Context: an optimization exercise on an open-source flow, tuned for small area and a short achievable clock period. The choices shown serve that exercise and are no tape-out recipe.
RTL that was checked went through simulation tests only; none was proved equivalent to the original.
Power and IR drop assume default switching activity.

== job 7595 ==
==> flow/design.v (excerpt) <==
module FPU_top  #(
    parameter NUM_OP    = 1
)(
    input logic                 i_clk           ,
    input logic                 i_rst_n         ,
    input logic [NUM_OP-1:0]    i_add_sub       ,
    input logic [31:0]          i_32_a          ,
    input logic [31:0]          i_32_b          ,
    output logic [31:0]         o_32_s          ,
    output logic                o_ov_flag       ,
    output logic                o_un_flag
);
Size: about 2300 cells after synthesis, ~13000 µm² of cells after synthesis.
Settings: LEC_CHECK=0, ABC_AREA=1, CAP_MARGIN=20, CORE_MARGIN=2, CORE_UTILIZATION=40, GPL_ROUTABILITY_DRIVEN=0, PLACE_DENSITY=0.6, SLEW_MARGIN=20; clock period 15.0 ns.
standard.sh (not shown) runs the stock make flow with config.mk's settings and CLKGATE_MAP_FILE= SYNTH_SCRIPT=/design/flow/synth_recipe.tcl, a recipe that flattens the netlist after the stock synthesis.
==> flow/flow/run.sh <==
#!/bin/bash
set -euo pipefail
bash standard.sh SETUP_SLACK_MARGIN=9.8 "BUFFER_PORTS_ARGS=-buffer_cell sky130_fd_sc_hd__buf_2" finish > standard_flow.log 2>&1
Job 7595 | stages: all done | timing, DRC, antenna: all pass
Setup changes, job 7595 to job 8212
Settings: a change of PLACE_DENSITY from 0.6 to 0.7; a change of CORE_UTILIZATION from 40 to 45; a deleted GPL_ROUTABILITY_DRIVEN that had been 0.
==> results.txt <==
The part of the cycle the worst path needs in job 8212 sits 0.21 points above the value recorded for job 7595. Between job 8212 and job 7595, core outline area is higher for job 7595, job 8212 comes in under that. After synthesis and placement, the instance count of job 8212 is below that of job 7595. Sort job 8212 and job 7595 by wire length of the first global-routing pass asc -> top: job 7595. The final reports for job 8212 and job 7595 show total number of vias higher in the former. Diff job 7595..job 8212 | clock transition at the registers of the reported paths | negligible. Changes observed in job 8212 relative to job 7595: detailed route wirelength on metal2 now larger; final standard cell area without fillers up about 0.5%; HPWL after detailed placement has increased.
#### Input delta (job 2016 over job 8212)
Settings: PLACE_DENSITY: 0.7 -> 0.6; ABC_AREA: 1 -> unset; CORE_UTILIZATION: 45 -> 40.
Results
Compared with job 8212, in job 2016 mean instance size in the synthesized netlist grew by about 30%; global-route wire length before repair now sits higher; clock buffer and inverter area fraction after layout has decreased; total power grew by about 18%; met1 capacity usage during global routing shrank by 3.5 points. In job 2016, the least setup slack across all paths after layout came out 1.18 ns below the value in job 8212.
## Diff of input files: job 2521 against job 2016
Settings: an added ABC_AREA of 1.
Results
Comparing job 2016 and job 2521, the higher number of different library cells in the post-synthesis netlist was measured on job 2016.
Job 2016 → job 2521: height of the die saw a decrease, part of the power in combinational logic saw a decrease, wire length of the first global-routing pass saw a decrease, floorplan row count saw a decrease, power saw a decrease.
Final wirelength: job 2521 better than job 2016
Comparing share of layout cells above drive strength 1 for job 2016 and job 2521, the smaller number came from job 2521.
The lower final area came out of job 2521.
Total via count in the routed design: job 2016 and job 2521 compared, lower one is job 2016
Comparing job 2016 and job 2521, the lower minimum clock period was measured on job 2521.
Job 2016 vs job 2521, highest-delay cell along the critical path: mux4_2 vs ha_1
### job 2521 -> job 9927
==> flow/flow/run.sh <==
#!/bin/bash
set -euo pipefail
bash standard.sh SETUP_SLACK_MARGIN=9.7 "BUFFER_PORTS_ARGS=-buffer_cell sky130_fd_sc_hd__buf_2" finish > standard_flow.log 2>&1
Results
- Job 9927 ended with less fraction of layout instances using a drive strength above 1 than job 2521.
- The critical path depth of job 9927 falls short of that of job 2521 by 8.
- Sequential cell area share essentially unchanged between job 9927 and job 2521.

## north
FPU_top, a different RTL version from the one above (not shown whole).
Size: ~1700 cells after synthesis, ~98 flip-flops, roughly 100 I/O pins.
clock: 15.0 ns
lec_check: 0
cap_margin: 20
core_margin: 2
core_utilization: 40
place_density: 0.6
slew_margin: 20
run.sh (not shown) runs the stock make flow with config.mk's settings and CLKGATE_MAP_FILE= SYNTH_SCRIPT=/design/flow/synth_recipe.tcl, a recipe that flattens the netlist after the stock synthesis.
Stock flow here: none of the scripts above is used.
north did not stop at any stage, and its layout met the timing, DRC and antenna checks.
Changes in south relative to north:
- ABC_CLOCK_PERIOD_IN_PS newly set to 8000
- SETUP_SLACK_MARGIN newly set to 5
south vs north on synthesis-to-finish area growth: south is the higher one.
STATUS register-to-register slack: south wins against north
Clock network power essentially unchanged between south and north.
Function was not checked in any run of this note: the RTL went through the layout flow alone.

static timing again, ports no longer ideal:
How much do the figures lean on ideal ports? The routed layouts below were timed once more, with nothing changed but the port constraints. Step 1, drivers: a clkbuf_16 drives i_clk and a buf_2 each remaining input, both assumed. Step 2 times the ports against the registers' clock, not the clock port: input delays grow and output delays shrink by t, the midpoint of the rising clock arrivals with the driver on. a / b / c = ideal / step 1 / step 2; a / b = the first two.
run | t (ns) | slack for setup (ns) | clock arrival spread, ns | worst register clock-pin slew, ns
job 7595 | 0.420 | 9.957 / 9.913 / 9.553 | 0.018 / 0.019 | 0.08 / 0.08
job 8212 | 0.410 | 9.925 / 9.879 / 9.585 | 0.015 / 0.015 | 0.07 / 0.07
job 2016 | 0.432 | 8.747 / 8.747 / 8.747 | 0.011 / 0.011 | 0.08 / 0.08
job 2521 | 0.414 | 9.943 / 9.976 / 9.561 | 0.013 / 0.013 | 0.08 / 0.08
job 9927 | 0.412 | 9.915 / 9.864 / 9.546 | 0.014 / 0.013 | 0.08 / 0.08
north | 0.414 | 3.049 / 3.049 / 3.049 | 0.011 / 0.011 | 0.08 / 0.08
south | 0.418 | 5.284 / 5.284 / 5.284 | 0.010 / 0.010 | 0.08 / 0.08
After both steps every run listed still meets setup and hold. The setup slack of job 7595, which loses most, moves by -0.044 ns with the drivers and by -0.404 ns with both steps.
